What follows belongs to an exercise in optimizing a design on an open flow for small area; a production flow would make more cautious choices. In this exercise RTL edits were held to simulation tests only and were not proved equivalent to the original. The clock cells of runs 2 to 5 come from the design's own scripts or RTL, not from TritonCTS. No driver is modelled on the clock port, so clock power and skew are understated where the tree is cut down; a real chip needs a root buffer or a tree. Power is estimated from default activity; no workload was simulated.

--- flow/flow/run.sh ---
#!/bin/bash
# ORFS layout of the design with:
#  - the standard synthesis, except that ABC maps all the logic, adders
#    included, with the
#    smallest of several area scripts (abc_override.tcl),
#  - the smallest buffer on the ports,
#  - one tie cell per constant value,
#  - a one-level clock tree: CTS's tree is replaced by four buffers fed
#    straight from the clock port, each driving a quarter of the
#    flip-flops (post_cts.tcl); a buffer whose estimated clock slew is
#    high is made stronger.
set -e
FLOWDIR=$(cd "$(dirname "$0")" && pwd)
{ cat "$FLOWDIR/abc_override.tcl"; cat synth_recipe.tcl; } > synth_area.tcl
sed "s#SYNTH_SCRIPT=[^ ]*#SYNTH_SCRIPT=$PWD/synth_area.tcl#" standard.sh > standard_area.sh
grep -q "SYNTH_SCRIPT=$PWD/synth_area.tcl" standard_area.sh
export BUFFER_PORTS_ARGS="-buffer_cell sky130_fd_sc_hd__buf_1"
export SKIP_REPAIR_TIE_FANOUT=1
export ABC_FLOW_DIR="$FLOWDIR"
export CTS_ARGS="-sink_clustering_enable -repair_clock_nets -dont_use_dummy_load"
export POST_CTS_TCL="$FLOWDIR/post_cts.tcl"
export PRE_GLOBAL_PLACE_TCL="$FLOWDIR/pre_gpl.tcl"
export CLK_GROUPS=4
export CLK_BUF=sky130_fd_sc_hd__buf_8
export CLK_BUF_BIG=sky130_fd_sc_hd__buf_12
export CLK_SLEW_MAX=0.120
bash standard_area.sh > standard.log 2>&1
--- flow/flow/abc_override.tcl ---
# Sourced before synth_recipe.tcl's body: maps the combinational logic with
# several area-oriented ABC scripts and keeps the smallest result. Only the
# -script argument of ORFS's abc call changes; flip-flops are mapped before
# abc runs, so the registers are those of the standard synthesis.
# Half and full adders are left to ABC too, instead of ORFS's extract_fa
# turning the adders into fixed ha/fa cells first.
proc extract_fa {args} { puts "extract_fa skipped: adders are mapped by ABC" }

set ::abc_flow_dir $::env(ABC_FLOW_DIR)
proc abc {args} {
  set i [lsearch -exact $args -script]
  set lib [lindex $args [expr {[lsearch -exact $args -liberty] + 1}]]
  set scripts [list [lindex $args [expr {$i + 1}]]]
  foreach s [lsort [glob -nocomplain $::abc_flow_dir/area_*.abc]] {
    lappend scripts $s
  }
  yosys design -save pre_abc
  set best_area ""
  set best_script ""
  foreach s $scripts {
    yosys design -load pre_abc
    yosys abc {*}[lreplace $args [expr {$i + 1}] [expr {$i + 1}] $s]
    yosys opt_clean -purge
    set out [yosys tee -q -s result.string stat -liberty $lib]
    regexp {Chip area for module[^:]*:\s*([0-9.]+)} $out -> area
    puts "ABC script $s: area $area"
    if { $best_area eq "" || $area < $best_area } {
      set best_area $area
      set best_script $s
    }
  }
  puts "ABC script chosen: $best_script (area $best_area)"
  yosys design -load pre_abc
  yosys abc {*}[lreplace $args [expr {$i + 1}] [expr {$i + 1}] $best_script]
}
--- flow/flow/area_1.abc ---
strash
&get -n
&dch -f
&nf -R 1000
&put
topo
--- flow/flow/area_2.abc ---
strash
&get -n
&dc2
&dch -f
&nf -R 2000
&put
topo
--- flow/flow/area_3.abc ---
strash
dch
map -a
topo
--- flow/flow/area_4.abc ---
strash
dch -f
map -a
strash
dch -f
map -a
strash
dch -f
map -a
topo
--- flow/flow/area_5.abc ---
strash
dc2
drw
drf
dc2
&get -n
&dch -f
&nf -R 2000
&put
topo
--- flow/flow/area_6.abc ---
strash
ifraig
dc2
drw
dc2
&get -n
&dch -f
&nf -R 1000
&put
strash
&get -n
&dch -f
&nf -R 1000
&put
topo
--- flow/flow/area_7.abc ---
strash
dc2
drw
drf
dc2
drw
drf
dc2
&get -n
&dch -f
&nf -R 2000 -p
&put
topo
--- flow/flow/area_8.abc ---
strash
dc2
drw
drf
dc2
drw
drf
dc2
&get -n
&dch -f
&nf -R 1000
&put
topo
--- flow/flow/clock_groups.tcl ---
# One-level clock tree: the flip-flops are split into $::env(CLK_GROUPS)
# compact groups of equal size (halves by x, then each half by y when four
# groups are asked for), each driven by one $::env(CLK_BUF) placed at the
# centre of its group and fed straight from the clock port. Any buffers
# already between the port and the flip-flops are removed first.
proc rebuild_clock_groups { prefix } {
  set block [ord::get_db_block]
  set db [ord::get_db]
  set clk_net [[$block findBTerm clk] getNet]

  # flip-flop clock pins, and the buffers and nets between them and the port
  set sinks {}
  set tree_insts {}
  set tree_nets {}
  set todo [list $clk_net]
  while { [llength $todo] > 0 } {
    set net [lindex $todo 0]
    set todo [lrange $todo 1 end]
    foreach it [$net getITerms] {
      if { [[$it getMTerm] getIoType] ne "INPUT" } { continue }
      set inst [$it getInst]
      set mname [[$inst getMaster] getName]
      if { [string match "sky130_fd_sc_hd__clkbuf_*" $mname] || [string match "sky130_fd_sc_hd__buf_*" $mname] } {
        lappend tree_insts $inst
        set out [[$inst findITerm X] getNet]
        lappend tree_nets $out
        lappend todo $out
      } else {
        lappend sinks $it
      }
    }
  }
  puts "clock tree rebuild: [llength $sinks] sinks, removing [llength $tree_insts] buffers"
  foreach it $sinks { $it disconnect }
  foreach inst $tree_insts { $inst setDoNotTouch 0; odb::dbInst_destroy $inst }
  foreach net $tree_nets { $net setDoNotTouch 0; odb::dbNet_destroy $net }

  set pts {}
  foreach it $sinks {
    set bb [[$it getInst] getBBox]
    lappend pts [list [expr {([$bb xMin] + [$bb xMax]) / 2}] [expr {([$bb yMin] + [$bb yMax]) / 2}] $it]
  }
  set k $::env(CLK_GROUPS)
  if { $k == 4 } {
    set groups {}
    foreach half [split_pts $pts 0 2] {
      lappend groups {*}[split_pts $half 1 2]
    }
  } else {
    set groups [split_pts $pts 0 $k]
  }
  set master [$db findMaster $::env(CLK_BUF)]
  set g 0
  foreach grp $groups {
    set sx 0
    set sy 0
    foreach p $grp { incr sx [lindex $p 0]; incr sy [lindex $p 1] }
    set cx [expr {$sx / [llength $grp]}]
    set cy [expr {$sy / [llength $grp]}]
    set buf [odb::dbInst_create $block $master "${prefix}_$g"]
    $buf setLocation $cx $cy
    $buf setPlacementStatus PLACED
    set net [odb::dbNet_create $block "${prefix}_net_$g"]
    $net setSigType CLOCK
    [$buf findITerm A] connect $clk_net
    [$buf findITerm X] connect $net
    foreach p $grp { [lindex $p 2] connect $net }
    puts "clock group $g: [llength $grp] sinks, buffer at $cx $cy"
    incr g
  }
  return $g
}

proc split_pts { pts idx k } {
  set pts [lsort -integer -index $idx $pts]
  set n [llength $pts]
  set out {}
  for { set g 0 } { $g < $k } { incr g } {
    lappend out [lrange $pts [expr {$g * $n / $k}] [expr {($g + 1) * $n / $k - 1}]]
  }
  return $out
}
--- flow/flow/post_cts.tcl ---
# After CTS: replace its clock tree by one level of buffers fed straight from
# the clock port (clock_groups.tcl); a group whose clock pins' estimated slew
# is over $::env(CLK_SLEW_MAX) ns gets the stronger $::env(CLK_BUF_BIG).
source $::env(ABC_FLOW_DIR)/clock_groups.tcl
set block [ord::get_db_block]
set db [ord::get_db]
set g [rebuild_clock_groups clkbuf_leaf]
detailed_placement
check_placement -verbose
estimate_parasitics -placement

set big [$db findMaster $::env(CLK_BUF_BIG)]
for { set i 0 } { $i < $g } { incr i } {
  set worst 0
  foreach it [[$block findNet "clkbuf_leaf_net_$i"] getITerms] {
    if { [[$it getMTerm] getName] ne "CLK" } { continue }
    set s [get_property [get_pins [[$it getInst] getName]/CLK] slew_max]
    if { $s > $worst } { set worst $s }
  }
  puts "clock group $i: estimated worst clock-pin slew $worst ns"
  if { $worst > $::env(CLK_SLEW_MAX) } {
    [$block findInst "clkbuf_leaf_$i"] swapMaster $big
    puts "clock group $i: buffer changed to $::env(CLK_BUF_BIG)"
  }
}
detailed_placement
check_placement -verbose
estimate_parasitics -placement
report_clock_skew
--- flow/flow/pre_gpl.tcl ---
# Before global placement: group the flip-flops by their first placement
# and give each group its clock buffer, so that placement pulls each group
# together around its buffer. CTS's tree is replaced after CTS
# (post_cts.tcl) by the same kind of tree, regrouped on the final positions.
source $::env(ABC_FLOW_DIR)/clock_groups.tcl
set n [rebuild_clock_groups clkpre]
for { set i 0 } { $i < $n } { incr i } {
  [[ord::get_db_block] findInst "clkpre_$i"] setDoNotTouch 1
  [[ord::get_db_block] findNet "clkpre_net_$i"] setDoNotTouch 1
}
--- flow/standard.sh ---
#!/bin/bash
# synth_recipe.tcl (not shown) runs the flow's synth.tcl, then flattens the netlist and writes it again
# the make line also repeats each setting of config.mk as NAME=value (left out here)
make -C /OpenROAD-flow-scripts/flow DESIGN_CONFIG=/design/flow/config.mk WORK_HOME=/design/flow/orfs CLKGATE_MAP_FILE= SYNTH_SCRIPT=/design/flow/synth_recipe.tcl "${@:-finish}"
--- flow/config.mk ---
export PLATFORM = sky130hd
export DESIGN_NAME = uart_top
export DESIGN_NICKNAME = uart_top
export VERILOG_FILES = /design/flow/design.v
export SDC_FILE = /design/flow/constraint.sdc
export NUM_CORES = 4
export LEC_CHECK = 0
export ABC_AREA = 1
export CAP_MARGIN = 0
export CORE_MARGIN = 2
export CORE_UTILIZATION = 40
export PLACE_DENSITY = 0.95
export SLEW_MARGIN = 0
--- flow/constraint.sdc ---
create_clock -name core_clock -period 10.0 [get_ports {clk}]
set_input_delay 2.0000 -clock core_clock [delete_from_list [all_inputs] [get_ports {clk}]]
set_output_delay 2.0000 -clock core_clock [all_outputs]
set_load 0.01 [all_outputs]
--- flow/design.v ---
`timescale 1ns / 1ps
module uart_rx(
    input            clk,
    input            rst_n,
    input            din,
    output reg [7:0] dout,
    output reg       dout_vld
);
reg       rx0, rx1, rx2;
reg [3:0] ph;
reg [3:0] bn;
wire rx_en = rx2 & ~rx1;
wire idle  = bn[3] & ~bn[0];
wire last  = (bn == 4'd7) & (&ph);
always @(posedge clk or negedge rst_n) begin
    if (!rst_n) begin
        rx0 <= 1'b1;
        rx1 <= 1'b1;
        rx2 <= 1'b1;
    end else begin
        rx0 <= din;
        rx1 <= rx0;
        rx2 <= rx1;
    end
end
always @(posedge clk) begin
    if (rx_en && idle)
        ph <= 4'd0;
    else
        ph <= ph + 4'd1;
end
always @(posedge clk or negedge rst_n) begin
    if (!rst_n)
        bn <= 4'd8;
    else if (rx_en && (idle || last))
        bn <= 4'd15;
    else if (!idle && (&ph))
        bn <= bn + 4'd1;
end
always @(posedge clk or negedge rst_n) begin
    if (!rst_n)
        dout_vld <= 1'b0;
    else
        dout_vld <= last;
end
always @(posedge clk) begin
    if (!bn[3] && ph == 4'd7)
        dout[bn[2:0]] <= rx2;
end
endmodule
`timescale 1ns / 1ps
module uart_tx(
    input            clk,
    input            rst_n,
    input      [7:0] din,
    input            din_vld,
    output reg       dout
);
reg [3:0] ph;
reg [3:0] bn;
wire idle = bn[3] & bn[1];
reg bitv;
always @(*) begin
    case (bn)
        4'd0: bitv = 1'b0;
        4'd1: bitv = din[0];
        4'd2: bitv = din[1];
        4'd3: bitv = din[2];
        4'd4: bitv = din[3];
        4'd5: bitv = din[4];
        4'd6: bitv = din[5];
        4'd7: bitv = din[6];
        4'd8: bitv = din[7];
        default: bitv = 1'b1;
    endcase
end
always @(posedge clk) begin
    if (idle && din_vld)
        ph <= 4'd0;
    else
        ph <= ph + 4'd1;
end
always @(posedge clk or negedge rst_n) begin
    if (!rst_n)
        bn <= 4'd10;
    else if (idle) begin
        if (din_vld)
            bn <= 4'd0;
    end else if (&ph)
        bn <= bn + 4'd1;
end
always @(posedge clk or negedge rst_n) begin
    if (!rst_n)
        dout <= 1'b1;
    else if (ph == 4'd0)
        dout <= bitv;
end
endmodule
`timescale 1ns / 1ps
module uart_top(
    input             clk,
    input             rst_n,
    input             din,
    input             sw8,
    output reg [23:0] pic_out,
    output     [16:0] addr,
    output reg        wr_ram,
    output            tx,
    output reg        pic_done,
    output reg        pic_download,
    output reg [7:0]  rgb_led
);
localparam MONITOR = 3'd0, SEND = 3'd6, STOP = 3'd7;
wire       dout_vld;
wire [7:0] dout;
reg [2:0]  state;
reg [8:0]  addr_r;
reg [15:0] hold;
assign addr = {8'd0, addr_r};
wire [3:0] code = (dout > 8'd57) ? dout[3:0] + 4'd9 : dout[3:0];
wire last_addr = addr_r[8] & addr_r[7] & addr_r[6] & (&addr_r[4:0]);
always @(posedge clk or negedge rst_n) begin
    if (!rst_n) begin
        state    <= MONITOR;
        wr_ram   <= 1'b1;
        pic_out  <= 24'd0;
        addr_r   <= 9'd0;
        pic_done <= 1'b0;
    end else if (state == SEND) begin
        wr_ram   <= 1'b0;
        pic_out  <= {hold, rgb_led};
        pic_done <= last_addr;
        addr_r   <= last_addr ? 9'd0 : addr_r + 9'd1;
        state    <= last_addr ? STOP : MONITOR;
    end else if (state == STOP) begin
        if (sw8)
            state <= MONITOR;
    end else if (dout_vld) begin
        if (state == MONITOR)
            wr_ram <= 1'b1;
        state <= state + 3'd1;
    end
end
always @(posedge clk) begin
    if (dout_vld) begin
        case (state)
            3'd0, 3'd2, 3'd4: hold[3:0] <= code;
            3'd3: hold[15:8] <= rgb_led;
            3'd5: hold[7:0] <= rgb_led;
            default: ;
        endcase
        case (state)
            3'd1, 3'd3, 3'd5: rgb_led <= {hold[3:0], code};
            default: ;
        endcase
    end
end
always @(posedge clk or negedge rst_n) begin
    if (!rst_n)
        pic_download <= 1'b1;
    else
        pic_download <= ~(addr_r[4] | (&addr_r[3:0]));
end
uart_rx uart_rx(
    .clk(clk), .rst_n(rst_n), .din(din),
    .dout(dout), .dout_vld(dout_vld)
);
uart_tx uart_tx(
    .clk(clk), .rst_n(rst_n),
    .din(dout), .din_vld(dout_vld),
    .dout(tx)
);
endmodule
==> reports/results.env, run 1 <==
FLOW.STOPPED_AT='clock tree synthesis (4_1_cts)'
NUMBER_OF_CELLS_IN_THE_DESIGN_AFTER_PLACEMENT=425
GLOBALPLACE.CONGESTION=0.796
SYNTH.TOP_CELLS.BY_COUNT='dfrtp_1, mux2_1, nor2_1'
ROWS=34
SYNTH_CELL_TYPE_COUNT=33
POSTSYNTHNETCOUNT=275
POSTSYNTHREGISTERBITS=92
SYNTH.TOP_CELLS.BY_AREA='dfrtp_1, edfxtp_1, mux2_1'
PIN_COUNT=57
FLOORPLAN_DIE_WIDTH_UM=99.3
POST_SYNTH_INST_COUNT=271
HPWL_UM=4750
DIE-HEIGHT_UM=99.3
YOSYSTOPAREACELL='dfrtp_1'
YOSYSSEQAREASHARE_PCT=67.0
SYNTH_WARN=3
POST-SYNTH-TOP-COUNT-CELL='dfrtp_1'
RUN_STATUS='aborted with a tool error'
NETLIST.AREA_LEADER.SHARE_PCT=29.6
POSTSYNTH.TOPFLOPCELL='dfrtp_1'
SYNTH_AREA_MM2=0.00363
NUMPORTBUFFERS=48
FIRST-ERROR='[ERROR ODB-0370] Attempt to disconnect term A of dont_touch instance clkpre_3'
YS_ASYNC_SR_FRACTION_PCT=56.5
SYNTH.AVG_CELL_AREA_UM2=13.4
INITIAL_CORE_UTIL_PCT=41.4
POST_SYNTH_EDFFS=32
logic make-up after synthesis:
group | Yosys count | share of synthesized area, %
other | 1 | 0.103
multiplexers | 37 | 11.8
buffers and inverters | 11 | 1.96
flip-flops | 92 | 67.0
XOR/XNOR | 11 | 2.65
AND/OR/NAND/NOR | 81 | 10.4
AO/OA/AOI/OAI | 38 | 6.03
worst min path at each step:
stage                      startpoint          end  slack, ns
after floorplan           uart_rx.rx0  uart_rx.rx1       0.35
after global placement    uart_rx.rx0  uart_rx.rx1       0.35
after detailed placement  uart_rx.rx0  uart_rx.rx1       0.35
per-stage QoR:
| stage | worst slack [ns] | instance area, um2 |
|---|---|---|
| 2_1_floorplan | 6.88 | 3630 |
| 3_3_place_gp | 7.28 | 3960 |
| 3_5_place_dp | 7.20 | 3960 |
power groups by stage:
| stage | sequential, mW | clock (mW) | combinational (mW) |
|---|---|---|---|
| after floorplan | 0.508 | 0 | 0.0520 |
| after global placement | 0.487 | 0.101 | 0.121 |
| after detailed placement | 0.492 | 0.101 | 0.127 |
==> run 2, diff against run 1 <==
--- a/flow/flow/run.sh
+++ b/flow/flow/run.sh
@@ -21,4 +21,5 @@
 export POST_CTS_TCL="$FLOWDIR/post_cts.tcl"
 export PRE_GLOBAL_PLACE_TCL="$FLOWDIR/pre_gpl.tcl"
+export PRE_CTS_TCL="$FLOWDIR/pre_cts.tcl"
 export CLK_GROUPS=4
 export CLK_BUF=sky130_fd_sc_hd__buf_8
==> flow/flow/pre_cts.tcl (new file) <==
# Let CTS change the clock buffers placed before global placement
# (pre_gpl.tcl); its tree is replaced after CTS anyway (post_cts.tcl).
set block [ord::get_db_block]
foreach inst [$block getInsts] {
  if { [string match "clkpre_*" [$inst getName]] } { $inst setDoNotTouch 0 }
}
foreach net [$block getNets] {
  if { [string match "clkpre_*" [$net getName]] } { $net setDoNotTouch 0 }
}
--- a/flow/config.mk
+++ b/flow/config.mk
@@ -9,5 +9,5 @@
 export CAP_MARGIN = 0
 export CORE_MARGIN = 2
-export CORE_UTILIZATION = 40
+export CORE_UTILIZATION = 70
 export PLACE_DENSITY = 0.95
 export SLEW_MARGIN = 0
==> reports/results.env, run 2 <==
YOSYSSEQAREASHARE_PCT=67.0
HPWL_UM=4460
CRITICAL_PATH.CELL_CHAIN='buf_1'
GRT_PASS1_VIAS=2337
INITIAL_CORE_UTIL_PCT=72.0
DR_TOTAL_VIAS=2297
AREA_DELTA_SYNTH_FINAL_PCT=7.89
UNREPAIRED_SETUP_ENDPOINTS_AFTER_GLOBAL_ROUTING='false'
LAYOUT_MIN_CYCLE_TIME_NS=2.84
FINAL_CORE_UTILIZATION_PCT=77.7
POST_SYNTH_EDFFS=32
LARGEST_REG_BY_FF_COUNT='pic_out'
LEADING_REGISTERS_BY_FLOP_COUNT='pic_out (24), hold (16), addr_r (9)'
FINAL.SETUP_SKEW_NS=0.00748
SYNTH.TOP_CELLS.BY_AREA='dfrtp_1, edfxtp_1, mux2_1'
GRT_PASS1_WL_UM=11300
TIMING.HOLD.WORST.CLASS='reg2reg'
POST_ROUTE_CELLS_DRIVE_ABOVE_1_SHARE_PCT=5.68
MULTI_INPUT_COMB_AREA_MM2=0.00113
LAYOUT.CELLS.MOST_COMMON='buf_1'
NETLIST.AREA_LEADER.SHARE_PCT=29.6
NUMPORTBUFFERS=48
SEQUENTIALPOWERSHARE_PCT=65.1
PATH_CLK_SLEW_NS=0.11
PLACE_AREA_MM2=0.00392
REPORT.FINAL.SLEW_VIOL_COUNT=0
TOTAL_POWER_DIVIDED_BY_CELL_AREA_mW_PER_MM2=191
GLOBAL_ROUTE.USAGE.TOTAL_PCT=25.0
GR-TOTAL-OVERFLOW=0
NFILLCELLS=295
SYNTH.TOP_CELLS.BY_COUNT='dfrtp_1, mux2_1, nor2_1'
GLOBALPLACE.CONGESTION=0.835
SYNTH_CELL_TYPE_COUNT=33
WORSTSETUPENDPOINTTYPE='output pin'
ROUTED_WIRELENGTH_UM=6730
TOTALNEGATIVESETUPSLACK_NS=0
COMB_POWER_SHARE_PCT=17.5
FINAL_DESIGN_AREA_NO_FILL_MM2=0.00392
WORST_PATH_DOMINANT_CELL_FAMILY='flip-flops'
CRIT_FANOUT=2
FIRSTDRTPASSITERS=5
FLOORPLAN.DIE_AREA_MM2=0.00578
POWER_REPORT.INTERNAL_TOTAL_uW=542
SETUP.WORST_PATH.START_CLASS='register'
SWITCHING_POWER_uW=207
CRITICAL_PATH_DEPTH=1
POWER.CLOCK.FRACTION_PCT=17.3
IR_WORST_VDD_mV=0.107
CLOCK_LATENCY_NS=0.14
PIN_COUNT=57
TIMING.SETUP.CRITICAL_PATH_CLASS='reg2out'
YOSYSTOPAREACELL='dfrtp_1'
ROWS=26
RUN_STATUS='finished clean'
DRT.ANTENNA.VIOLATING_NETS=0
STATIC-LEAKAGE-POWER_nW=1.56
TIGHTEST_SLEW_NS=1.27
POST_SYNTH_INST_COUNT=271
POSTSYNTHREGISTERBITS=92
WL_PER_CELL_UM=17.4
SLEW-LIMIT-HEADROOM_PCT=14.6
YS_ASYNC_SR_FRACTION_PCT=56.5
ANTENNA_VIOLATIONS_BEFORE_REPAIR=0
COUNT_OF_CELLS_ALONG_THE_WORST_HOLD_PATH=0
WORST_EP_REQUIRED_TIME_NS=8.00
SYNTH.AVG_CELL_AREA_UM2=13.4
SYNTH_AREA_MM2=0.00363
STANDARD_CELL_CORE_AREA_MM2=0.00504
PATH_BUF_INV=1
DRCVIOLATIONCOUNT=0
FMAX_MHz=352
CRITPATHARRIVALTIME_NS=0.84
SLOWEST_DELAY_NS=0.56
DETAILED_ROUTER_S_FIRST_ITERATION_VIOLATION_COUNT=142
SWSHARE_PCT=27.6
MAXIMUM_NUMBER_OF_PINS_ON_ONE_NET_BEFORE_GLOBAL_ROUTE_REPAIR=53
ANTENNA_CELLS_INSERTED=0
FLOORPLAN_DIE_WIDTH_UM=76.0
CRITPATHSLOWESTCELL='dfstp_2'
POSTSYNTH.TOPFLOPCELL='dfrtp_1'
FINAL-SETUP-VIOL-COUNT=0
POST-SYNTH-TOP-COUNT-CELL='dfrtp_1'
POSTSYNTHNETCOUNT=275
LARGEST_REG_FLOPS=24
DIE-HEIGHT_UM=76.0
ROUTED_VIA_DENSITY=5.94
CAP_VIOLATIONS=0
TIMING.FINAL.CRIT_SHARE_PCT=28.4
REGAREA_MM2=0.00243
FINAL_NETS=323
LAYOUT_COMMON_CELLS='buf_1, dfrtp_1, mux2_1'
FF2FF_PATH_DEPTH=10
SYNTH_WARN=3
FINAL_HOLD_VIOLATION_COUNT=0
-- run 2: cell counts after synthesis --
Identical to the previous run, type by type.
-- run 2: per-layer routing --
layer / track usage, % / vias to the layer above / wire length, um
li1: - / 1052 / -
met1: 30.9 / 1140 / 2570
met2: 44.4 / 91 / 3690
met3: 3.91 / 14 / 293
met4: 10.4 / 0 / 176
met5: 0 / - / 0
-- run 2: through the flow --
stage | hold slack, ns | instances | setup WS [ns] | total power [mW]
floorplan | 0.345 | 271 | 6.88 | 0.560
global placement | 0.347 | 387 | 7.29 | 0.707
detailed placement | 0.350 | 387 | 7.21 | 0.720
global route | 0.375 | 387 | 6.95 | 0.783
finish | 0.365 | 387 | 7.16 | 0.748
-- run 2: final cells by class --
class | instances | share of cell area, %
Sequential cell | 92 | 62.1
Multi-Input combinational cell | 168 | 28.8
Timing Repair Buffer | 50 | 5.02
Tap cell | 70 | 2.24
Buffer | 4 | 1.53
Inverter | 3 | 0.288
-- run 2: cell families after synthesis --
logic type             count (synthesis)  share of synthesized area, %
AND/OR/NAND/NOR                       81                          10.4
multiplexers                          37                          11.8
XOR/XNOR                              11                          2.65
other                                  1                         0.103
flip-flops                            92                          67.0
buffers and inverters                 11                          1.96
AO/OA/AOI/OAI                         38                          6.03
-- run 2: worst paths after layout --
check / from / slack, ns / endpoint
setup / recovery: wr_ram / 7.16 / wr_ram
min in group asynchronous: rst_n / 1.96 / pic_out[5]
hold reg to reg: uart_rx.rx0 / 0.36 / uart_rx.rx1
setup reg to reg: state[2] / 7.17 / state[2]
max in group asynchronous: rst_n / 7.62 / pic_out[3]
hold / removal: uart_rx.rx0 / 0.36 / uart_rx.rx1
-- run 2: power groups by stage --
| stage | clock (mW) | combinational [mW] | sequential [mW] |
|---|---|---|---|
| after floorplan | 0 | 0.0520 | 0.508 |
| after global placement | 0.101 | 0.120 | 0.486 |
| after detailed placement | 0.101 | 0.128 | 0.491 |
| after global routing | 0.146 | 0.142 | 0.495 |
| final | 0.130 | 0.131 | 0.487 |
==> run 3, diff against run 2 <==
--- a/flow/config.mk
+++ b/flow/config.mk
@@ -9,5 +9,5 @@
 export CAP_MARGIN = 0
 export CORE_MARGIN = 2
-export CORE_UTILIZATION = 70
+export CORE_UTILIZATION = 55
 export PLACE_DENSITY = 0.95
 export SLEW_MARGIN = 0
==> reports/results.env, run 3 <==
INITIAL_CORE_UTIL_PCT=57.2
WORST_PATH_DOMINANT_CELL_FAMILY='flip-flops'
DR_TOTAL_VIAS=2301
DIE-HEIGHT_UM=85.2
DETAILED_ROUTER_S_FIRST_ITERATION_VIOLATION_COUNT=164
LARGEST_REG_FLOPS=24
SYNTH_CELL_TYPE_COUNT=33
FINAL_DESIGN_AREA_NO_FILL_MM2=0.00394
PIN_COUNT=57
SLEW-LIMIT-HEADROOM_PCT=18.5
POSTSYNTHNETCOUNT=275
FINAL_NETS=324
YS_ASYNC_SR_FRACTION_PCT=56.5
WORSTSETUPENDPOINTTYPE='output pin'
GLOBAL_ROUTE.USAGE.TOTAL_PCT=19.5
SYNTH.AVG_CELL_AREA_UM2=13.4
WL_PER_CELL_UM=16.9
POSTSYNTHREGISTERBITS=92
CRITPATHARRIVALTIME_NS=0.83
AREA_DELTA_SYNTH_FINAL_PCT=8.48
FINAL.SETUP_SKEW_NS=0.0170
LAYOUT.CELLS.MOST_COMMON='buf_1'
POST_ROUTE_CELLS_DRIVE_ABOVE_1_SHARE_PCT=5.97
PATH_CLK_SLEW_NS=0.12
TOTAL_POWER_DIVIDED_BY_CELL_AREA_mW_PER_MM2=190
LAYOUT_COMMON_CELLS='buf_1, dfrtp_1, mux2_1'
MAXIMUM_NUMBER_OF_PINS_ON_ONE_NET_BEFORE_GLOBAL_ROUTE_REPAIR=53
LAYOUT_MIN_CYCLE_TIME_NS=2.83
FINAL-SETUP-VIOL-COUNT=0
YOSYSSEQAREASHARE_PCT=67.0
WORST-R2R-SETUP-SLACK_NS=7.27
RUN_STATUS='finished clean'
FIRSTDRTPASSITERS=4
FINAL_CORE_UTILIZATION_PCT=62.0
GR-TOTAL-OVERFLOW=0
ROUTED_WIRELENGTH_UM=6660
ROWS=29
WORST_EP_REQUIRED_TIME_NS=8.00
TIGHTEST_SLEW_NS=1.22
SYNTH.TOP_CELLS.BY_COUNT='dfrtp_1, mux2_1, nor2_1'
STANDARD_CELL_CORE_AREA_MM2=0.00635
GRT_PASS1_WL_UM=11100
TIMING.HOLD.WORST.CLASS='reg2reg'
FMAX_MHz=353
REPORT.FINAL.SLEW_VIOL_COUNT=0
NETLIST.AREA_LEADER.SHARE_PCT=29.6
FINAL_HOLD_VIOLATION_COUNT=0
DRCVIOLATIONCOUNT=0
LEADING_REGISTERS_BY_FLOP_COUNT='pic_out (24), hold (16), addr_r (9)'
GLOBALPLACE.CONGESTION=0.828
PLACE_AREA_MM2=0.00393
ROUTED_VIA_DENSITY=5.83
CRIT_FANOUT=2
STATIC-LEAKAGE-POWER_nW=1.56
POST-SYNTH-TOP-COUNT-CELL='dfrtp_1'
GRT_PASS1_VIAS=2334
CAP_VIOLATIONS=0
ANTENNA_VIOLATIONS_BEFORE_REPAIR=0
PRE_CTS_SLACK_NS=7.25
NUMPORTBUFFERS=48
TOTALNEGATIVESETUPSLACK_NS=0
FLOORPLAN.DIE_AREA_MM2=0.00727
DRT.ANTENNA.VIOLATING_NETS=0
YOSYSTOPAREACELL='dfrtp_1'
SLOWEST_DELAY_NS=0.54
POSTSYNTH.TOPFLOPCELL='dfrtp_1'
SETUP.WORST_PATH.START_CLASS='register'
HPWL_UM=4710
SYNTH_WARN=3
SYNTH_AREA_MM2=0.00363
PATH_BUF_INV=1
FLOORPLAN_DIE_WIDTH_UM=85.2
SETUP_SLACK_NS=7.17
UNREPAIRED_SETUP_ENDPOINTS_AFTER_GLOBAL_ROUTING='false'
POST_SYNTH_EDFFS=32
ANTENNA_CELLS_INSERTED=0
LARGEST_REG_BY_FF_COUNT='pic_out'
IR_WORST_VDD_mV=0.206
CRITICAL_PATH.CELL_CHAIN='buf_1'
CRITPATHSLOWESTCELL='dfstp_2'
CLOCK_LATENCY_NS=0.14
SYNTH.TOP_CELLS.BY_AREA='dfrtp_1, edfxtp_1, mux2_1'
TIMING.SETUP.CRITICAL_PATH_CLASS='reg2out'
TIMING.FINAL.CRIT_SHARE_PCT=28.3
POST_SYNTH_INST_COUNT=271
run 3: power by group:
group	switching (mW)	internal, mW
sequential	0.0419	0.442
clock	0.0864	0.0507
combinational	0.0739	0.0530
total	0.202	0.546
run 3: kinds of logic (layout without fill, tap and decap cells):
| family | count (synthesis) | in the layout | synth area share [%] |
|---|---|---|---|
| compound gates | 38 | 38 | 6.03 |
| xor+xnor | 11 | 11 | 2.65 |
| mux | 37 | 37 | 11.8 |
| flops | 92 | 92 | 67.0 |
| buf+inv | 11 | 58 | 1.96 |
| other cells | 1 | 1 | 0.103 |
| simple gates | 81 | 81 | 10.4 |
run 3: final cells by class:
cell class,count,area (um2)
inverter,3,11.3
multi-input combinational,168,1130
sequential,92,2430
fill,469,2410
timing repair buffer,51,204
buffer,4,65.1
tap,77,96.3
run 3: through the flow:
stage,total power [mW],std cells,hold slack [ns]
after global routing,0.786,395,0.371
after global placement,0.709,395,0.347
after detailed placement,0.721,395,0.349
after floorplan,0.560,271,0.345
final,0.748,395,0.366
run 3: path summary, 6_finish.rpt:
| check | cells after the start | start | end |
|---|---|---|---|
| setup / recovery | 1 | wr_ram | wr_ram |
| hold / removal | 0 | uart_rx.rx0 | uart_rx.rx1 |
| setup reg to reg | 10 | state[2] | state[2] |
| hold reg to reg | 0 | uart_rx.rx0 | uart_rx.rx1 |
| max in group asynchronous | 2 | rst_n | pic_out[16] |
| min in group asynchronous | 2 | rst_n | pic_out[17] |
run 3: per-layer routing:
layer,part of all wire [%],global-route usage (%),routed length [um],vias up
met2,54,34.9,3570,84
met5,0,0,0,-
li1,-,-,-,1060
met4,2.1,6.64,143,0
met3,4.9,5.06,325,16
met1,39,22.5,2620,1141
==> run 4, diff against run 3 <==
--- a/flow/config.mk
+++ b/flow/config.mk
@@ -9,5 +9,5 @@
 export CAP_MARGIN = 0
 export CORE_MARGIN = 2
-export CORE_UTILIZATION = 55
+export CORE_UTILIZATION = 40
 export PLACE_DENSITY = 0.95
 export SLEW_MARGIN = 0
==> reports/results.env, run 4 <==
RUN_STATUS='finished clean'
FF2FF_PATH_DEPTH=10
FIN_CELLS=425
LARGEST_REG_BY_FF_COUNT='pic_out'
STANDARD_CELL_CORE_AREA_MM2=0.00876
UNREPAIRED_SETUP_ENDPOINTS_AFTER_GLOBAL_ROUTING='false'
SLOWEST_DELAY_NS=0.55
TOTALNEGATIVESETUPSLACK_NS=0
GLOBALPLACE.CONGESTION=0.796
SYNTH_CELL_TYPE_COUNT=33
SYNTH_AREA_MM2=0.00363
NUMPORTBUFFERS=48
CAP_VIOLATIONS=0
COUNT_OF_CELLS_ALONG_THE_WORST_HOLD_PATH=0
TIMING.SETUP.CRITICAL_PATH_CLASS='reg2out'
WIRELENGTH_MET1_UM=2650
MET3_LENGTH_UM=279
DETAILED_ROUTER_S_FIRST_ITERATION_VIOLATION_COUNT=191
FLOORPLAN.DIE_AREA_MM2=0.00985
SYNTH.TOP_CELLS.BY_AREA='dfrtp_1, edfxtp_1, mux2_1'
FLOORPLAN_DIE_WIDTH_UM=99.3
HPWL_UM=4750
AREA_DELTA_SYNTH_FINAL_PCT=9.34
POST-SYNTH-TOP-COUNT-CELL='dfrtp_1'
LAYOUT_COMMON_CELLS='buf_1, dfrtp_1, mux2_1'
REGAREA_MM2=0.00243
FINAL_NETS=323
POSTSYNTHNETCOUNT=275
GRT_PASS1_VIAS=2167
LARGEST_REG_FLOPS=24
MULTI_INPUT_COMB_AREA_MM2=0.00113
CRITICAL_PATH_DEPTH=1
GR-TOTAL-OVERFLOW=0
POSTSYNTH.TOPFLOPCELL='dfrtp_1'
YOSYSTOPAREACELL='dfrtp_1'
PATH_CLK_SLEW_NS=0.11
ANTENNA_VIOLATIONS_BEFORE_REPAIR=0
DRT.ANTENNA.VIOLATING_NETS=0
FINAL.SETUP_SKEW_NS=0.0149
ROWS=34
TOTAL_POWER_DIVIDED_BY_CELL_AREA_mW_PER_MM2=188
MAXIMUM_NUMBER_OF_PINS_ON_ONE_NET_BEFORE_GLOBAL_ROUTE_REPAIR=53
DIE-HEIGHT_UM=99.3
CLOCK_LATENCY_NS=0.14
INITIAL_CORE_UTIL_PCT=41.4
SYNTH.TOP_CELLS.BY_COUNT='dfrtp_1, mux2_1, nor2_1'
WORST_EP_REQUIRED_TIME_NS=8.00
POST_ROUTE_CELLS_DRIVE_ABOVE_1_SHARE_PCT=5.68
SETUP.WORST_PATH.START_CLASS='register'
POST_SYNTH_INST_COUNT=271
YS_ASYNC_SR_FRACTION_PCT=56.5
PIN_COUNT=57
CRIT_FANOUT=2
DETAILROUTE.WIRELENGTH.MET2_UM=3390
TOTALPOWERFINAL_uW=745
SLEW-LIMIT-HEADROOM_PCT=18.0
TOP_LAYER_USED='met4'
TIGHTEST_SLEW_NS=1.22
GRT_PASS1_WL_UM=10400
WORST_PATH_DOMINANT_CELL_FAMILY='flip-flops'
WL_PER_CELL_UM=15.0
ROUTED_WIRELENGTH_UM=6370
REPORT.FINAL.SLEW_VIOL_COUNT=0
SYNTH.AVG_CELL_AREA_UM2=13.4
YOSYSSEQAREASHARE_PCT=67.0
LAYOUT_MIN_CYCLE_TIME_NS=2.83
IR_WORST_VDD_mV=0.0761
GLOBAL_ROUTE.USAGE.TOTAL_PCT=13.1
NUMBER_OF_CELLS_IN_THE_DESIGN_AFTER_PLACEMENT=425
NETLIST.AREA_LEADER.SHARE_PCT=29.6
LEADING_REGISTERS_BY_FLOP_COUNT='pic_out (24), hold (16), addr_r (9)'
CRITPATHARRIVALTIME_NS=0.83
POSTSYNTHREGISTERBITS=92
TIMING.HOLD.WORST.CLASS='reg2reg'
LAYOUT.CELLS.MOST_COMMON='buf_1'
FINAL_HOLD_VIOLATION_COUNT=0
POST_SYNTH_EDFFS=32
SYNTH_WARN=3
TIMING.FINAL.CRIT_SHARE_PCT=28.3
FINAL-SETUP-VIOL-COUNT=0
FIRSTDRTPASSITERS=4
CRITPATHSLOWESTCELL='dfstp_2'
FMAX_MHz=353
CRITICAL_PATH.CELL_CHAIN='buf_1'
STATIC-LEAKAGE-POWER_nW=1.56
ANTENNA_CELLS_INSERTED=0
WORSTSETUPENDPOINTTYPE='output pin'
NFILLCELLS=761
DR_TOTAL_VIAS=2233
PATH_BUF_INV=1
ROUTED_VIA_DENSITY=5.25
DRCVIOLATIONCOUNT=0
run 4: logic make-up (layout without fill, tap and decap cells):
logic type	count (synthesis)	after routing	synth area share (%)
other	1	1	0.103
buffers and inverters	11	57	1.96
and+or+nand+nor	81	81	10.4
xor gates and xnor gates	11	11	2.65
DFF	92	92	67.0
muxes	37	37	11.8
AOI/OAI and AO/OA	38	38	6.03
run 4: path summary, 6_finish.rpt:
| check | startpoint | to | slack, ns |
|---|---|---|---|
| worst max-delay path | wr_ram | wr_ram | 7.17 |
| worst min register to register | uart_rx.rx0 | uart_rx.rx1 | 0.36 |
| min in group asynchronous | rst_n | pic_out[1] | 1.97 |
| max in group asynchronous | rst_n | state[1] | 7.59 |
| worst max register to register | state[2] | state[2] | 7.31 |
| worst min-delay path | uart_rx.rx0 | uart_rx.rx1 | 0.36 |
run 4: layout make-up:
| class | instances | area share [%] |
|---|---|---|
| Sequential cell | 92 | 61.3 |
| Multi-Input combinational cell | 168 | 28.4 |
| Timing Repair Buffer | 50 | 4.95 |
| Tap cell | 108 | 3.40 |
| Buffer | 4 | 1.64 |
| Inverter | 3 | 0.284 |
run 4: routing by layer:
layer  track usage [%]  vias to the layer above
li1                  -                     1066
met1              16.1                     1108
met2              23.5                       55
met3              3.02                        4
met4              2.53                        0
met5                 0                        -
run 4: stage by stage:
stage | setup WS, ns | util [%] | instance area [um2] | hold WS [ns]
global route | 7.02 | 45.3 | 3970 | 0.368
floorplan | 6.88 | - | 3630 | 0.345
finish | 7.17 | 45.3 | 3970 | 0.363
detailed placement | 7.20 | 45.2 | 3960 | 0.347
global placement | 7.28 | 45.2 | 3960 | 0.349
run 4: power by group:
group / leakage, nW / internal (mW) / switching, mW / total (mW)
Combinational: 0.542 / 0.0530 / 0.0720 / 0.125
Sequential: 0.985 / 0.442 / 0.0401 / 0.482
Clock: 0.0317 / 0.0508 / 0.0864 / 0.137
Total: 1.56 / 0.546 / 0.199 / 0.745
==> run 5, diff against run 4 <==
--- a/flow/flow/run.sh
+++ b/flow/flow/run.sh
@@ -22,7 +22,7 @@
 export PRE_GLOBAL_PLACE_TCL="$FLOWDIR/pre_gpl.tcl"
 export PRE_CTS_TCL="$FLOWDIR/pre_cts.tcl"
-export CLK_GROUPS=4
-export CLK_BUF=sky130_fd_sc_hd__buf_8
-export CLK_BUF_BIG=sky130_fd_sc_hd__buf_12
+export CLK_GROUPS=3
+export CLK_BUF=sky130_fd_sc_hd__buf_12
+export CLK_BUF_BIG=sky130_fd_sc_hd__buf_16
 export CLK_SLEW_MAX=0.120
 bash standard_area.sh > standard.log 2>&1
==> reports/results.env, run 5 <==
FLOORPLAN.DIE_AREA_MM2=0.00985
POWER.CLOCK.FRACTION_PCT=19.1
CRITICAL_PATH.CELL_CHAIN='buf_1'
ROWS=34
DRCVIOLATIONCOUNT=0
POSTSYNTH.TOPFLOPCELL='dfrtp_1'
FINAL_NETS=322
WORSTSETUPENDPOINTTYPE='output pin'
CLOCK_LATENCY_NS=0.15
INITIAL_CORE_UTIL_PCT=41.4
YOSYSSEQAREASHARE_PCT=67.0
RUN_STATUS='finished clean'
SETUP_SLACK_NS=7.16
FIRSTDRTPASSITERS=5
STANDARD_CELL_CORE_AREA_MM2=0.00876
SYNTH_CELL_TYPE_COUNT=33
POST_ROUTE_CELLS_DRIVE_ABOVE_1_SHARE_PCT=5.38
YS_ASYNC_SR_FRACTION_PCT=56.5
SYNTH.TOP_CELLS.BY_COUNT='dfrtp_1, mux2_1, nor2_1'
FINAL_CORE_UTILIZATION_PCT=45.3
YOSYSTOPAREACELL='dfrtp_1'
LAYOUT_COMMON_CELLS='buf_1, dfrtp_1, mux2_1'
TIMING.HOLD.WORST.CLASS='reg2reg'
FLOORPLAN_DIE_WIDTH_UM=99.3
WL_PER_CELL_UM=14.5
DR_TOTAL_VIAS=2230
SLEW-LIMIT-HEADROOM_PCT=18.5
CRITPATHSLOWESTCELL='dfstp_2'
PATH_BUF_INV=1
POST-SYNTH-TOP-COUNT-CELL='dfrtp_1'
ROUTED_VIA_DENSITY=5.26
HOLD_WS_NS=0.363
FINAL.SETUP_SKEW_NS=0.00972
GROUTE.LAYER.MET1.USAGE_PCT=15.3
SEQUENTIALPOWERSHARE_PCT=64.3
SYNTH_AREA_MM2=0.00363
POST_SYNTH_INST_COUNT=271
REPORT.FINAL.SLEW_VIOL_COUNT=0
ROUTED_WIRELENGTH_UM=6130
LAYOUT_MIN_CYCLE_TIME_NS=2.84
STATIC-LEAKAGE-POWER_nW=1.56
SYNTH.AVG_CELL_AREA_UM2=13.4
HPWL_UM=4710
ANTENNA_VIOLATIONS_BEFORE_REPAIR=0
DRT.ANTENNA.VIOLATING_NETS=0
TIMING.FINAL.CRIT_SHARE_PCT=28.4
WORST_EP_REQUIRED_TIME_NS=8.00
TIGHTEST_SLEW_NS=1.22
FINAL-SETUP-VIOL-COUNT=0
PLACE_AREA_MM2=0.00396
DIE-HEIGHT_UM=99.3
ANTENNA_CELLS_INSERTED=0
WORST_PATH_DOMINANT_CELL_FAMILY='flip-flops'
UNREPAIRED_SETUP_ENDPOINTS_AFTER_GLOBAL_ROUTING='false'
POWER_REPORT.INTERNAL_TOTAL_uW=551
NFILLCELLS=770
GLOBAL_ROUTE_MET2_UTILIZATION_PCT=23.4
TOP_USAGE_LAYER='met2'
CRIT_FANOUT=2
POSTSYNTHNETCOUNT=275
PRE_CTS_SLACK_NS=7.20
NETLIST.AREA_LEADER.SHARE_PCT=29.6
SYNTH.TOP_CELLS.BY_AREA='dfrtp_1, edfxtp_1, mux2_1'
TOTALPOWERFINAL_uW=754
AREA_DELTA_SYNTH_FINAL_PCT=9.41
FIN_CELLS=424
SYNTH_WARN=3
NUMBER_OF_CELLS_IN_THE_DESIGN_AFTER_PLACEMENT=424
CAP_VIOLATIONS=0
FINAL_HOLD_VIOLATION_COUNT=0
PATH_CLK_SLEW_NS=0.11
IR_WORST_VDD_mV=0.104
GRT_PASS1_WL_UM=10200
LEADING_REGISTERS_BY_FLOP_COUNT='pic_out (24), hold (16), addr_r (9)'
MULTI_INPUT_COMB_AREA_MM2=0.00113
PIN_COUNT=57
GLOBALPLACE.CONGESTION=0.765
REGAREA_MM2=0.00243
SLOWEST_DELAY_NS=0.55
TOTALNEGATIVESETUPSLACK_NS=0
LAYOUT.CELLS.MOST_COMMON='buf_1'
SWITCHING_POWER_uW=203
GRT_UTIL_MET3_PCT=2.04
NUMPORTBUFFERS=48
SWSHARE_PCT=26.9
TOTAL_POWER_DIVIDED_BY_CELL_AREA_mW_PER_MM2=190
FMAX_MHz=352
LARGEST_REG_FLOPS=24
LARGEST_REG_BY_FF_COUNT='pic_out'
TIMING.SETUP.CRITICAL_PATH_CLASS='reg2out'
POST_SYNTH_EDFFS=32
SETUP.WORST_PATH.START_CLASS='register'
CRITPATHARRIVALTIME_NS=0.84
GR-TOTAL-OVERFLOW=0
DETAILED_ROUTER_S_FIRST_ITERATION_VIOLATION_COUNT=175
FINAL_DESIGN_AREA_NO_FILL_MM2=0.00397
POSTSYNTHREGISTERBITS=92
GRT_PASS1_VIAS=2134
GLOBAL_ROUTE.USAGE.TOTAL_PCT=12.5
COMB_POWER_SHARE_PCT=16.6
MAXIMUM_NUMBER_OF_PINS_ON_ONE_NET_BEFORE_GLOBAL_ROUTE_REPAIR=53
-- run 5: cell counts after synthesis --
No cell type changed its count.
-- run 5: layer usage --
layer	vias to the layer above	routed length (um)
met4	0	44
met5	-	0
met2	62	3280
met3	4	240
li1	1057	-
met1	1107	2570
-- run 5: final cells by class --
cell class,count,area share (%)
sequential,92,61.3
multi-input combinational,168,28.4
timing repair buffer,50,4.95
tap,108,3.40
buffer,3,1.70
inverter,3,0.284
-- run 5: cells by family (layout without fill, tap and decap cells) --
group	after synthesis	after routing	synth area share [%]
flops	92	92	67.0
simple gates	81	81	10.4
compound gates	38	38	6.03
mux	37	37	11.8
xor+xnor	11	11	2.65
buf+inv	11	56	1.96
other cells	1	1	0.103
-- run 5: final timing paths --
path | start | cells past startpoint | endpoint | slack [ns]
max | uart_tx.dout | 1 | tx | 7.16
min | uart_rx.rx0 | 0 | uart_rx.rx1 | 0.36
max reg2reg | state[2] | 10 | state[2] | 7.24
min reg2reg | uart_rx.rx0 | 0 | uart_rx.rx1 | 0.36
max in group asynchronous | rst_n | 2 | uart_rx.bn[2] | 7.63
min in group asynchronous | rst_n | 2 | pic_out[9] | 1.96
-- run 5: power by group through the flow --
| stage | combinational [mW] | clock [mW] | sequential, mW |
|---|---|---|---|
| floorplan | 0.0520 | 0 | 0.508 |
| global route | 0.141 | 0.159 | 0.492 |
| global placement | 0.121 | 0.104 | 0.487 |
| detailed placement | 0.128 | 0.104 | 0.493 |
| finish | 0.125 | 0.144 | 0.485 |

-- re-timing with driven ports --
No port has a modelled driver above. Below, the same layouts with a new extraction and two added sets of constraints. Step 1, drivers: a clkbuf_16 drives clk and a buf_2 each remaining input, both assumed. Step 2 also shifts input and output timing later by t, the mid clock arrival at the registers, as if the neighbouring blocks saw the same clock. Slacks: ideal ports / drivers / drivers and shift; pairs: ideal ports / drivers.
run | shift t [ns] | setup slack, ns | worst hold slack (ns) | cell pins on the clock port's net
run 2 | 0.207 | 7.159 / 7.089 / 7.169 | 0.365 / 0.365 / 0.365 | 4
run 3 | 0.208 | 7.167 / 7.092 / 7.191 | 0.366 / 0.366 / 0.366 | 4
run 4 | 0.205 | 7.169 / 7.096 / 7.119 | 0.363 / 0.363 / 0.363 | 4
run 5 | 0.210 | 7.158 / 7.089 / 7.186 | 0.363 / 0.363 / 0.363 | 3
After both steps setup and hold are still met in every run listed. The setup slack of run 4, which loses most, moves by -0.073 ns with the drivers and by -0.050 ns with both steps.
